This design comes from an exercise in tuning for small area on the open sky130 flow, not from production work. In this exercise RTL edits were held to simulation tests only and were not proved equivalent to the original. The clock port is modelled as an ideal driver; clocking choices that lean on that would not hold on a real chip. No activity file was given, so power comes from the tool's default toggle rates.

==> flow/design.v <==
module top (
    input  wire clk,
    input  wire rst,
    input  wire up,
    input  wire down,
    input  wire rx,
    output wire tx,
    output wire pwm
);
    reg [10:0] ca;
    reg [6:0]  cb;
    reg [2:0]  cm;
    reg        first;
    reg        pwm_q;
    wire cm_end = (cm == 3'd4);
    wire cb_end = (cb == 7'd99);
    wire cnt_wrap = first ? (ca == 11'd1080 && cb == 7'd0 && cm == 3'd1)
                          : (ca == 11'd1079 && cb_end && cm_end);
    always @(posedge clk) begin
        if (rst || cnt_wrap) begin
            ca <= 11'd0;
            cb <= 7'd0;
            cm <= 3'd1;
        end else if (cm_end) begin
            cm <= 3'd0;
            if (cb_end) begin
                cb <= 7'd0;
                ca <= ca + 11'd1;
            end else begin
                cb <= cb + 7'd1;
            end
        end else begin
            cm <= cm + 3'd1;
        end
        if (rst)
            first <= 1'b1;
        else if (cnt_wrap)
            first <= 1'b0;
    end
    wire ureset = rst | (first & (ca == 11'd0) & ((cb < 7'd20) | (cb == 7'd20 && cm <= 3'd1)));
    localparam [3:0] L_I = 4'b0101, L_P = 4'b1000, L_L = 4'b0110,
                     L_T = 4'b1010, L_E = 4'b0011, L_U = 4'b1011,
                     L_D = 4'b0010;
    reg [6:0]  dan, dbn;       
    wire [6:0] da = ~dan;
    wire [6:0] db = ~dbn;
    reg [6:0]  tj;
    reg [17:0] itmr;           
    reg        active, start, reached;
    reg [3:0]  cur_l, msg_l;
    reg        up_p, dn_p;
    wire [3:0] rxd;            
    wire       cv;             
    wire can_up = (tj <= 7'd84);
    wire can_dn = (tj >= 7'd27);
    wire [6:0] tj_inc = tj + 7'd2;
    wire [6:0] tj_dec = tj - 7'd2;
    wire is_u   = rxd[3] & rxd[0];
    wire is_d   = ~rxd[3] & ~rxd[2] & ~rxd[0];
    wire idle   = ~active;
    wire cmd    = cv & idle;
    wire b_up   = idle & ~cv & up & ~up_p & can_up;
    wire b_dn   = idle & ~cv & down & ~dn_p & can_dn;
    wire do_dec = cmd ? (is_d & can_dn) : b_dn;
    wire do_inc = cmd ? (is_u & can_up) : (b_up & ~b_dn);
    wire do_abs = cmd & ~is_u & ~is_d;
    wire go     = do_abs | do_inc | do_dec;
    wire [6:0] tj_abs = rxd[3] ? (rxd[1] ? 7'd86 : 7'd25) : (rxd[2] ? 7'd43 : 7'd76);
    always @(posedge clk) begin
        if (rst) begin
            up_p  <= 1'b0;
            dn_p  <= 1'b0;
            start <= 1'b0;
            tj    <= 7'd43;
            cur_l <= L_I;
        end else begin
            up_p  <= up;
            dn_p  <= down;
            start <= go;
            if (do_abs)
                tj <= tj_abs;
            else if (do_inc)
                tj <= tj_inc;
            else if (do_dec)
                tj <= tj_dec;
            if (go)
                cur_l <= cmd ? rxd : (do_dec ? L_D : L_U);
        end
    end
    wire [7:0] dd     = {1'b0, tj} - {1'b0, da};           
    wire       a_lt   = ~dd[7] & (dd != 8'd0);
    wire       wrap_up = (db > 7'd90);
    wire       wrap_dn = (db < 7'd9);
    wire       near   = ((dd == 8'd0) & wrap_dn) | ((dd == 8'd1) & wrap_up & (db != 7'd91));
    wire [6:0] db_k   = a_lt ? (wrap_up ? 7'd37 : 7'd9) : (wrap_dn ? 7'd91 : 7'd119);
    wire [6:0] db_s   = db + db_k;
    wire       da_up  = near ? dd[0] : (a_lt & wrap_up);
    wire       da_dn  = ~near & ~a_lt & wrap_dn;
    wire [6:0] da_s   = da + {{6{da_dn}}, da_up | da_dn};
    wire       itmr_done = (itmr == 18'h35314);
    always @(posedge clk) begin
        if (rst) begin
            reached <= 1'b0;
            active  <= 1'b0;
            dan     <= ~7'd43;
            dbn     <= ~7'd0;
            msg_l   <= L_I;
        end else begin
            reached <= 1'b0;
            if (start) begin
                active <= 1'b1;
            end else if (active && itmr_done) begin
                dan <= ~da_s;
                if (near) begin
                    dbn     <= ~7'd0;
                    active  <= 1'b0;
                    reached <= 1'b1;
                    msg_l   <= cur_l;
                end else begin
                    dbn <= ~db_s;
                end
            end
        end
    end
    always @(posedge clk) begin
        if (start || !active || itmr_done)
            itmr <= 18'd0;
        else
            itmr <= {itmr[16:0], ~(itmr[17] ^ itmr[10])};
    end
    always @(posedge clk) begin
        if (rst) pwm_q <= 1'b0;
        else     pwm_q <= (ca < {4'd0, da}) | ((ca == {4'd0, da}) & (cb < db));
    end
    assign pwm = pwm_q;
    localparam [21:0] UT_E = 22'h34e820;
    reg [21:0] utmr;
    wire utmr_done = (utmr == UT_E);
    always @(posedge clk) begin
        utmr <= {utmr[20:0] & ~({21{utmr_done}} & UT_E[20:0]),
                 ~ureset & ~(utmr[21] ^ utmr[12])};
    end
    reg        s1, s2;
    reg [3:0]  rxv;            
    reg [11:0] rc;
    reg [3:0]  rxd_q;          
    reg        rok;            
    reg [1:0]  rp;             
    localparam [11:0] RC_E  = 12'h0c5;
    localparam [11:0] RC_EH = 12'hec5;
    wire rc_done = (rxv == 4'd1) ? (rc == RC_EH) : (rc == RC_E);
    always @(posedge clk) begin
        if (ureset) begin
            s1  <= 1'b1;
            s2  <= 1'b1;
            rxv <= 4'd0;
            rp  <= 2'd0;
        end else begin
            s1 <= rx;
            s2 <= s1;
            if (rp != 2'd0)
                rp <= rp + 2'd1;
            else if (rxv == 4'd2 && rc_done && s2)
                rp <= 2'd1;
            case (rxv)
                4'd0: if (!s2) rxv <= 4'd1;
                4'd1: if (rc_done) rxv <= s2 ? 4'd0 : 4'd8;
                4'd2: if (rc_done) rxv <= 4'd0;
                4'd15: if (rc_done) rxv <= 4'd2;
                4'd8, 4'd9, 4'd10, 4'd11, 4'd12, 4'd13, 4'd14:
                    if (rc_done) rxv <= rxv + 4'd1;
                default: rxv <= 4'd0;
            endcase
        end
    end
    always @(posedge clk) begin
        rc <= {rc[10:0] & ~({11{rc_done}} & (RC_E[10:0] | RC_EH[10:0])),
               (rxv != 4'd0) & ~rc_done & ~(rc[11] ^ rc[10])};
    end
    always @(posedge clk) begin
        if (rc_done) begin
            case (rxv)
                4'd8: begin rxd_q[0] <= s2; rok <= 1'b1; end
                4'd9: rok <= rok & ~s2;
                4'd10: rxd_q[1] <= s2;
                4'd11: rxd_q[2] <= s2;
                4'd12: rxd_q[3] <= s2;
                4'd13, 4'd14: rok <= rok & s2;
                4'd15: rok <= rok & ~s2;
                default: ;
            endcase
        end
    end
    assign rxd = rxd_q;
    reg rvalid;
    always @(*) begin
        case (rxd_q)
            L_I, L_P, L_L, L_T, L_E, L_U, L_D: rvalid = rok;
            default: rvalid = 1'b0;
        endcase
    end
    assign cv = (rp == 2'd3) & rvalid;
    reg [1:0]  pend;           
    reg [3:0]  txv;
    reg [11:0] tc;
    reg [3:0]  ch;             
    localparam [11:0] TC_E = 12'h0c5;
    wire tc_done = (tc == TC_E);
    wire busy    = txv[3] | (txv == 4'd7) | (txv == 4'd1);
    wire p_free  = (pend == 2'd0) | (pend == 2'd3);
    always @(posedge clk) begin
        if (ureset) begin
            pend <= 2'd0;
        end else if (rp == 2'd2 && rvalid && p_free) begin
            pend <= 2'd1;
        end else if (txv == 4'd6) begin
            pend <= 2'd0;
        end else if (reached && p_free) begin
            pend <= 2'd2;
        end else if (utmr_done && pend == 2'd0) begin
            pend <= 2'd3;
        end
    end
    always @(posedge clk) begin
        if (ureset) begin
            txv <= 4'd0;
        end else begin
            case (txv)
                4'd0: if (pend != 2'd0) txv <= 4'd5;
                4'd5, 4'd6: txv <= txv + 4'd1;
                4'd1: if (tc_done) txv <= 4'd0;
                4'd15: if (tc_done) txv <= 4'd1;
                4'd7, 4'd8, 4'd9, 4'd10, 4'd11, 4'd12, 4'd13, 4'd14:
                    if (tc_done) txv <= txv + 4'd1;
                default: txv <= 4'd0;
            endcase
        end
    end
    always @(posedge clk) begin
        tc <= {tc[10:0] & ~({11{tc_done}} & TC_E[10:0]),
               busy & ~tc_done & ~(tc[11] ^ tc[10])};
    end
    always @(posedge clk) begin
        if (txv == 4'd5) begin
            case (pend)
                2'd1:    ch <= 4'b0001;    
                2'd2:    ch <= 4'b0000;    
                default: ch <= msg_l;
            endcase
        end
    end
    wire ch_r = (ch == 4'b0000);
    reg txo;
    always @(*) begin
        case (txv)
            4'd7:  txo = 1'b0;
            4'd8:  txo = ch[0];
            4'd9:  txo = ch_r;
            4'd10: txo = ch[1];
            4'd11: txo = ch[2];
            4'd12: txo = ch[3] | ch_r;
            4'd13: txo = 1'b0;
            4'd14: txo = 1'b1;
            4'd15: txo = 1'b0;
            default: txo = 1'b1;
        endcase
    end
    assign tx = txo;
endmodule
Settings: LEC_CHECK=0, CAP_MARGIN=20, CORE_MARGIN=2, CORE_UTILIZATION=40, PLACE_DENSITY=0.6, SLEW_MARGIN=20; clock period 20.0 ns.
standard.sh (not shown) runs the stock make flow with config.mk's settings and CLKGATE_MAP_FILE= SYNTH_SCRIPT=/design/flow/synth_recipe.tcl, a recipe that flattens the netlist after the stock synthesis.
==> flow/flow/run.sh <==
#!/bin/bash
# Standard ORFS flow (standard.sh) with these changes:
#  - synthesis maps with an area-oriented ABC script (flow/abc_area.script,
#    selected with ABC_AREA=1), and adders are left to ABC instead of being
#    mapped to half/full-adder cells first (ADDER_MAP_FILE empty);
#  - port buffers use buf_1;
#  - the clock tree uses clkbuf_4 cells (clkbuf_8 at the root) and no dummy
#    loads, and right after clock tree synthesis flow/fix_clk.tcl upsizes
#    any clock buffer that drives more than 12 pins to clkbuf_8, to keep
#    clock-pin slews low.
# The make output goes to flow.log; ORFS writes each step's log under orfs/logs.
set -euo pipefail
rm -rf scripts
cp -r "$FLOW_HOME/scripts" scripts
cp flow/abc_area.script scripts/abc_area.script
cp flow/fix_clk.tcl scripts/fix_clk.tcl
sed -i 's|^log_cmd clock_tree_synthesis {\*}$cts_args|&\nsource $::env(SCRIPTS_DIR)/fix_clk.tcl|' scripts/cts.tcl
grep -q fix_clk scripts/cts.tcl
bash standard.sh SCRIPTS_DIR="$PWD/scripts" ABC_AREA=1 ADDER_MAP_FILE= \
  "BUFFER_PORTS_ARGS=-buffer_cell sky130_fd_sc_hd__buf_1" \
  "CTS_ARGS=-sink_clustering_enable -repair_clock_nets -dont_use_dummy_load -buf_list sky130_fd_sc_hd__clkbuf_4 -root_buf sky130_fd_sc_hd__clkbuf_8" \
  finish > flow.log 2>&1
==> flow/flow/abc_area.script <==
strash
&get -n
&fraig -x
&put
dc2
balance
rewrite
refactor
balance
rewrite
rewrite -z
balance
refactor -z
rewrite -z
balance
dc2
balance
rewrite
refactor
balance
rewrite
rewrite -z
balance
refactor -z
rewrite -z
balance
dc2
balance
rewrite
refactor
balance
rewrite
rewrite -z
balance
refactor -z
rewrite -z
balance
strash
&get -n
&dch -f
&nf -R 1000 -p -E 20
&put
==> flow/flow/fix_clk.tcl <==
# Upsize clock buffers that drive many flip-flops so that every clock pin
# keeps a fast edge.
set db [ord::get_db]
set big [$db findMaster sky130_fd_sc_hd__clkbuf_8]
foreach inst [[ord::get_db_block] getInsts] {
  if {[[$inst getMaster] getName] eq "sky130_fd_sc_hd__clkbuf_4"} {
    set net [[$inst findITerm X] getNet]
    if {$net ne "NULL" && [llength [$net getITerms]] > 12} {
      puts "fix_clk: upsizing [$inst getName] ([llength [$net getITerms]] pins)"
      $inst swapMaster $big
    }
  }
}
The baseline ran to the end with no violations.
Then changed:
--- a/flow/design.v
+++ b/flow/design.v
@@ -44,13 +44,13 @@
     reg [6:0]  dan, dbn;       
     wire [6:0] da = ~dan;
     wire [6:0] db = ~dbn;
     reg [6:0]  tj;
     reg [17:0] itmr;           
     reg        active, start, reached;
-    reg [3:0]  cur_l, msg_l;
+    reg [2:0]  cur_c, msg_c;
     reg        up_p, dn_p;
     wire [3:0] rxd;            
     wire       cv;             
     wire can_up = (tj <= 7'd84);
     wire can_dn = (tj >= 7'd27);
     wire [6:0] tj_inc = tj + 7'd2;
@@ -69,25 +69,25 @@
     always @(posedge clk) begin
         if (rst) begin
             up_p  <= 1'b0;
             dn_p  <= 1'b0;
             start <= 1'b0;
             tj    <= 7'd43;
-            cur_l <= L_I;
+            cur_c <= 3'b011;
         end else begin
             up_p  <= up;
             dn_p  <= down;
             start <= go;
             if (do_abs)
                 tj <= tj_abs;
             else if (do_inc)
                 tj <= tj_inc;
             else if (do_dec)
                 tj <= tj_dec;
             if (go)
-                cur_l <= cmd ? rxd : (do_dec ? L_D : L_U);
+                cur_c <= cmd ? {rxd[3], rxd[0], rxd[3] ? rxd[1] : rxd[2]} : (do_dec ? 3'b000 : 3'b111);
         end
     end
     wire [7:0] dd     = {1'b0, tj} - {1'b0, da};           
     wire       a_lt   = ~dd[7] & (dd != 8'd0);
     wire       wrap_up = (db > 7'd90);
     wire       wrap_dn = (db < 7'd9);
@@ -101,24 +101,24 @@
     always @(posedge clk) begin
         if (rst) begin
             reached <= 1'b0;
             active  <= 1'b0;
             dan     <= ~7'd43;
             dbn     <= ~7'd0;
-            msg_l   <= L_I;
+            msg_c   <= 3'b011;
         end else begin
             reached <= 1'b0;
             if (start) begin
                 active <= 1'b1;
             end else if (active && itmr_done) begin
                 dan <= ~da_s;
                 if (near) begin
                     dbn     <= ~7'd0;
                     active  <= 1'b0;
                     reached <= 1'b1;
-                    msg_l   <= cur_l;
+                    msg_c   <= cur_c;
                 end else begin
                     dbn <= ~db_s;
                 end
             end
         end
     end
@@ -201,12 +201,14 @@
     end
     assign cv = (rp == 2'd3) & rvalid;
     reg [1:0]  pend;           
     reg [3:0]  txv;
     reg [11:0] tc;
     reg [3:0]  ch;             
+    wire [3:0] msg_l = {msg_c[2], ~msg_c[2] & msg_c[0],
+                        msg_c[2] ? msg_c[0] : ~(msg_c[1] & msg_c[0]), msg_c[1]};
     localparam [11:0] TC_E = 12'h0c5;
     wire tc_done = (tc == TC_E);
     wire busy    = txv[3] | (txv == 4'd7) | (txv == 4'd1);
     wire p_free  = (pend == 2'd0) | (pend == 2'd3);
     always @(posedge clk) begin
         if (ureset) begin
@@ -242,13 +244,13 @@
     end
     always @(posedge clk) begin
         if (txv == 4'd5) begin
             case (pend)
                 2'd1:    ch <= 4'b0001;    
                 2'd2:    ch <= 4'b0000;    
-                default: ch <= msg_l;
+                default: ch <= msg_l;    
             endcase
         end
     end
     wire ch_r = (ch == 4'b0000);
     reg txo;
     always @(*) begin
After rerunning: The changed run went through all stages and came out clean. Routed wire length increases by 2.2%. Synthesized cell count grows by 0.64%. Global-route usage is about the same. Critical path depth falls by 1. Register-to-register slack is worse by 0.15 ns. Power falls by 0.82%. Via count rose by 1.7%. Final area barely changes. Setup slack is worse by 0.036 ns.

==> what the ideal ports hide <==
No port has a modelled driver above. Below, the same layouts with a new extraction and two added sets of constraints.
Step 1, drivers: a clkbuf_16 drives clk and a buf_2 each remaining input, both assumed.
Step 2, shift: input delay + t, output delay - t, t = (earliest + latest rising clock arrival at the registers) / 2. This alone moves slack from input paths to output paths.
a / b / c = no drivers / after step 1 / after step 2; a / b = the first two.
run | t, ns | setup slack, ns | worst setup path after step 2 | worst data-port slew with drivers (ns)
the first run | 0.444 | 13.338 / 13.352 / 12.908 | input to register | 0.03
the second run | 0.445 | 13.302 / 13.310 / 12.865 | input to register | 0.03
After both steps setup and hold are still met in every run listed. The setup slack of the second run, which loses most, moves by +0.008 ns with the drivers and by -0.437 ns with both steps.
